This is an optimization exercise on Yosys and OpenROAD, whose aim is small area and a short achievable clock period, not a production implementation. RTL that was checked went through simulation tests only; none was proved equivalent to the original. Power and IR drop assume default switching activity.

==> inputs of sierra <==
==> flow/design.v (excerpt) <==
module CannyEdge(dAddrRegRow, dAddrRegCol, bWE, bCE, InData, OutData,
	OPMode, bOPEnable, dReadReg, dWriteReg, clk, rst_b);
input  [2:0] dAddrRegRow, dAddrRegCol;
input        bWE, bCE;
input  [7:0] InData;
output [7:0] OutData;
reg    [7:0] OutData;
input  [2:0] OPMode;
input        bOPEnable;
input  [3:0] dReadReg, dWriteReg;
input        clk, rst_b;
reg [7:0] x [0:24];
reg [1:0] S;
reg       y6v;           
reg [1:0] y6c;           
reg [1:0] pd;            
reg [7:0] z1;            
reg [7:0] out_gf, out_grad, out_nms;
reg [1:0] out_dir;       
reg       out_bt;
wire wr = !bCE && !bWE;
wire rd = !bCE && bWE;
wire op = bCE && !bOPEnable;
wire op0 = op && S == 2'd0;
wire op1 = op && S == 2'd1;
wire op3 = op && S == 2'd3;
wire [4:0] rdec, cdec;
genvar gi;
generate for (gi = 0; gi < 5; gi = gi + 1) begin : g_dec
	assign rdec[gi] = dAddrRegRow == gi;
	assign cdec[gi] = dAddrRegCol == gi;
end endgenerate
wire [24:0] sel;
generate for (gi = 0; gi < 25; gi = gi + 1) begin : g_sel
	assign sel[gi] = rdec[gi/5] & cdec[gi%5];
end endgenerate
wire g1_1 = ~(~x[0][0] ^ x[1][0] ^ x[3][0]);
wire g1_2 = ~((~x[0][0] & ~x[1][0]) | (~x[3][0] & (~x[0][0] | ~x[1][0])));
wire g1_3 = ~(~x[4][0] ^ x[5][0] ^ ~x[6][0]);
wire g1_4 = ~((~x[4][0] & ~x[5][0]) | (x[6][0] & (~x[4][0] | ~x[5][0])));
wire g1_5 = ~(x[8][0] ^ x[9][0] ^ x[15][0]);
wire g1_6 = ~((x[8][0] & ~x[9][0]) | (~x[15][0] & (x[8][0] | ~x[9][0])));
wire g1_7 = ~(x[16][0] ^ ~x[18][0] ^ x[19][0]);
wire g1_8 = ~((x[16][0] & x[18][0]) | (~x[19][0] & (x[16][0] | x[18][0])));
wire g1_9 = ~(~x[20][0] ^ x[21][0] ^ x[23][0]);
wire g1_10 = ~((~x[20][0] & ~x[21][0]) | (~x[23][0] & (~x[20][0] | ~x[21][0])));
wire g1_11 = ~(~x[0][1] ^ x[1][1] ^ x[1][0]);
wire g1_12 = ~((~x[0][1] & ~x[1][1]) | (~x[1][0] & (~x[0][1] | ~x[1][1])));
wire g1_13 = ~(~x[3][1] ^ x[3][0] ^ x[4][1]);
wire g1_14 = ~((~x[3][1] & ~x[3][0]) | (~x[4][1] & (~x[3][1] | ~x[3][0])));
wire g1_15 = ~(~x[5][1] ^ x[5][0] ^ ~x[6][1]);
wire g1_16 = ~((~x[5][1] & ~x[5][0]) | (x[6][1] & (~x[5][1] | ~x[5][0])));
wire g1_17 = ~(~x[7][0] ^ ~x[8][1] ^ x[9][1]);
wire g1_18 = ~((~x[7][0] & x[8][1]) | (~x[9][1] & (~x[7][0] | x[8][1])));
wire g1_19 = ~(~x[9][0] ^ x[11][0] ^ x[13][0]);
wire g1_20 = ~((~x[9][0] & ~x[11][0]) | (~x[13][0] & (~x[9][0] | ~x[11][0])));
  ...
export LEC_CHECK = 0
export CAP_MARGIN = 20
export CORE_MARGIN = 2
export CORE_UTILIZATION = 55
export CTS_BUF_LIST = sky130_fd_sc_hd__clkbuf_8
export CTS_CLUSTER_DIAMETER = 60
export CTS_CLUSTER_SIZE = 12
export PLACE_DENSITY = 0.7
export SLEW_MARGIN = 20
create_clock -name core_clock -period 10.0 [get_ports {clk}]
standard.sh (not shown) runs the stock make flow with config.mk's settings and CLKGATE_MAP_FILE= SYNTH_SCRIPT=/design/flow/synth_recipe.tcl, a recipe that flattens the netlist after the stock synthesis.
==> flow/flow/run.sh <==
#!/bin/bash
# Standard layout with two changes:
#  - after the standard synthesis, flow/polarity.py removes inverters between
#    full adders (a full adder is self-dual, so an adder can be implemented in
#    its inverted form); registers and all other cells are untouched;
#  - timing repair aims at a setup slack margin of MARGIN ns, and the port
#    buffers are plain buffers instead of the delay cell buffer_ports picks.
set -euo pipefail
MARGIN=6.7
R=orfs/results/sky130hd/CannyEdge/base
bash standard.sh synth > log_synth.txt 2>&1
cp $R/1_2_yosys.v $R/1_2_yosys_std.v
python3 flow/polarity.py $R/1_2_yosys_std.v $R/1_2_yosys.v > log_polarity.txt 2>&1
rm -f $R/1_synth.odb $R/1_synth.sdc
bash standard.sh SETUP_SLACK_MARGIN=$MARGIN "BUFFER_PORTS_ARGS=-buffer_cell sky130_fd_sc_hd__buf_2" finish > log_finish.txt 2>&1
Other scripts of this flow, unchanged in this note and not shown: flow/flow/polarity.py
==> quartz (differences from sierra) <==
--- a/flow/design.v
+++ b/flow/design.v
@@ -918,19 +918,18 @@
 wire sy_59_x = sy_52 ^ sy_54;
 wire sy_59 = sy_59_x ^ sy_57;
 wire sy_60 = sy_59_x ? sy_57 : sy_52;
 wire [10:0] gy = {1'b1, sy_58, sy_56, sy_48, sy_40, sy_32, sy_24, sy_16, sy_13, sy_5, ~x[12][0]} + {1'b0, sy_60, sy_59, sy_55, sy_47, sy_39, sy_31, sy_23, sy_15, sy_7, sy_1};
 reg [10:0] Gx, Gy;
 wire sx = Gx[10], sy = Gy[10];
 wire [9:0] ga = Gx[9:0] ^ {10{sx}};    
 wire [9:0] gb = Gy[9:0] ^ {10{sy}};    
-wire sm_1_x = ga[0] ^ gb[0];
-wire sm_1 = sm_1_x ^ sx;
-wire sm_2 = sm_1_x ? sx : ga[0];
+wire sm_1 = ~(~ga[0] ^ gb[0] ^ sx);
+wire sm_2 = ~((~ga[0] & ~gb[0]) | (~sx & (~ga[0] | ~gb[0])));
 wire sm_3 = ga[1] ^ gb[1];
 wire sm_4 = ga[1] & gb[1];
 wire sm_5 = ga[2] ^ gb[2];
 wire sm_6 = ga[2] & gb[2];
 wire sm_7 = ga[3] ^ gb[3];
 wire sm_8 = ga[3] & gb[3];
 wire sm_9 = ga[4] ^ gb[4];
 wire sm_10 = ga[4] & gb[4];
@@ -1092,28 +1091,22 @@
 end
 wire nms_max = x[6] >= xa && x[6] >= xb;
 wire nms_zero = op1 && OPMode == 3'd2 && nms_max;
 wire [3:0] pdz;    
 assign pdz[0] = nms_zero && pd == 2'd0;
 assign pdz[1] = nms_zero && pd == 2'd1;
 assign pdz[2] = nms_zero && pd == 2'd2;
 assign pdz[3] = nms_zero && pd == 2'd3;
-reg [7:0] xrow [0:4];
 reg [7:0] xsel;
-integer k, r;
+integer k;
 always @* begin
-	for (r = 0; r < 5; r = r + 1) begin
-		xrow[r] = 8'd0;
-		for (k = 0; k < 5; k = k + 1)
-			xrow[r] = xrow[r] | ({8{cdec[k]}} & x[r*5+k]);
-	end
 	xsel = 8'd0;
-	for (r = 0; r < 5; r = r + 1)
-		xsel = xsel | ({8{rdec[r]}} & xrow[r]);
+	for (k = 0; k < 25; k = k + 1)
+		xsel = xsel | ({8{sel[k]}} & x[k]);
 end
 wire hi6 = x[6] >= 8'd15;
 wire lo6 = x[6] <= 8'd10;
 wire bt = hi6 || (!lo6 && (xa >= 8'd15 || xb >= 8'd15 || za || zb));
 always @(posedge clk or negedge rst_b) begin
 	if (!rst_b)
 		S <= 2'd0;
 	else if (bCE) begin
==> flow/flow/run.sh (replaced) <==
#!/bin/bash
# Standard layout with two changes:
#  - after the standard synthesis, flow/polarity.py removes inverters between
#    full adders (a full adder is self-dual, so an adder can be implemented in
#    its inverted form); registers and all other cells are untouched;
#  - timing repair aims at a setup slack margin of MARGIN ns, and the port
#    buffers are plain buffers instead of the delay cell buffer_ports picks.
set -euo pipefail
MARGIN=6.5
R=orfs/results/sky130hd/CannyEdge/base
bash standard.sh synth > log_synth.txt 2>&1
cp $R/1_2_yosys.v $R/1_2_yosys_std.v
python3 flow/polarity.py $R/1_2_yosys_std.v $R/1_2_yosys.v > log_polarity.txt 2>&1
rm -f $R/1_synth.odb $R/1_synth.sdc
bash standard.sh SETUP_SLACK_MARGIN=$MARGIN "BUFFER_PORTS_ARGS=-buffer_cell sky130_fd_sc_hd__buf_2" finish > log_finish.txt 2>&1
==> raven (differences from sierra) <==
==> flow/flow/run.sh (replaced) <==
#!/bin/bash
# Standard layout with two changes:
#  - after the standard synthesis, flow/polarity.py removes inverters between
#    full adders (a full adder is self-dual, so an adder can be implemented in
#    its inverted form); registers and all other cells are untouched;
#  - timing repair aims at a setup slack margin of MARGIN ns, and the port
#    buffers are plain buffers instead of the delay cell buffer_ports picks.
set -euo pipefail
MARGIN=6.35
R=orfs/results/sky130hd/CannyEdge/base
bash standard.sh synth > log_synth.txt 2>&1
cp $R/1_2_yosys.v $R/1_2_yosys_std.v
python3 flow/polarity.py $R/1_2_yosys_std.v $R/1_2_yosys.v > log_polarity.txt 2>&1
rm -f $R/1_synth.odb $R/1_synth.sdc
bash standard.sh SETUP_SLACK_MARGIN=$MARGIN "BUFFER_PORTS_ARGS=-buffer_cell sky130_fd_sc_hd__buf_2" finish > log_finish.txt 2>&1
Settings changed: CTS_CLUSTER_DIAMETER 60 to 70, CTS_CLUSTER_SIZE 12 to 14.
==> comparison <==
- Between raven and quartz, the lower critical path depth is in raven (gap 7).
- In raven the register-to-register slack is lower than in quartz, by 0.097 ns.
- Total power, lowest first: raven, quartz, sierra.
- Non-clock buffer count: sierra > quartz > raven.
- Between raven and quartz, the lower via count is in raven (gap 5.3%, measured against quartz).
- Clock power: quartz > sierra > raven.
- Cell area: raven < quartz < sierra.
- Combinational power, highest first: sierra, raven, quartz.
The RTL of quartz was laid out without a check of its function.

[re-timing with driven ports]
Ports are ideal in the flow. The routed layouts listed here were re-timed in OpenROAD. Step 1 sets driving cells, clkbuf_16 on the clock port and buf_2 on the other inputs (assumed; they add their load-dependent delay and slew). Step 2 adds t to the input delays and takes it off the output delays; t is the mean of the earliest and latest rising clock arrival at the registers after step 1. Input paths then give back, and output paths get back, about the clock's delay inside the block. Slacks: no drivers / after step 1 / after step 2; pairs: no drivers / after step 1.
| run | t, ns | setup WS [ns] | slew at the worst register clock pin (ns) | worst data-port slew with drivers (ns) | cell pins on the clock port's net |
|---|---|---|---|---|---|
| sierra | 0.680 | 6.612 / 6.612 / 6.002 | 0.09 / 0.09 | 0.05 | 1 |
| quartz | 0.678 | 6.507 / 6.507 / 5.914 | 0.09 / 0.09 | 0.11 | 1 |
| raven | 0.659 | 6.365 / 6.403 / 5.744 | 0.09 / 0.09 | 0.14 | 1 |
After both steps every run listed still meets setup and hold. The setup slack of raven, which loses most, moves by +0.038 ns with the drivers and by -0.621 ns with both steps.
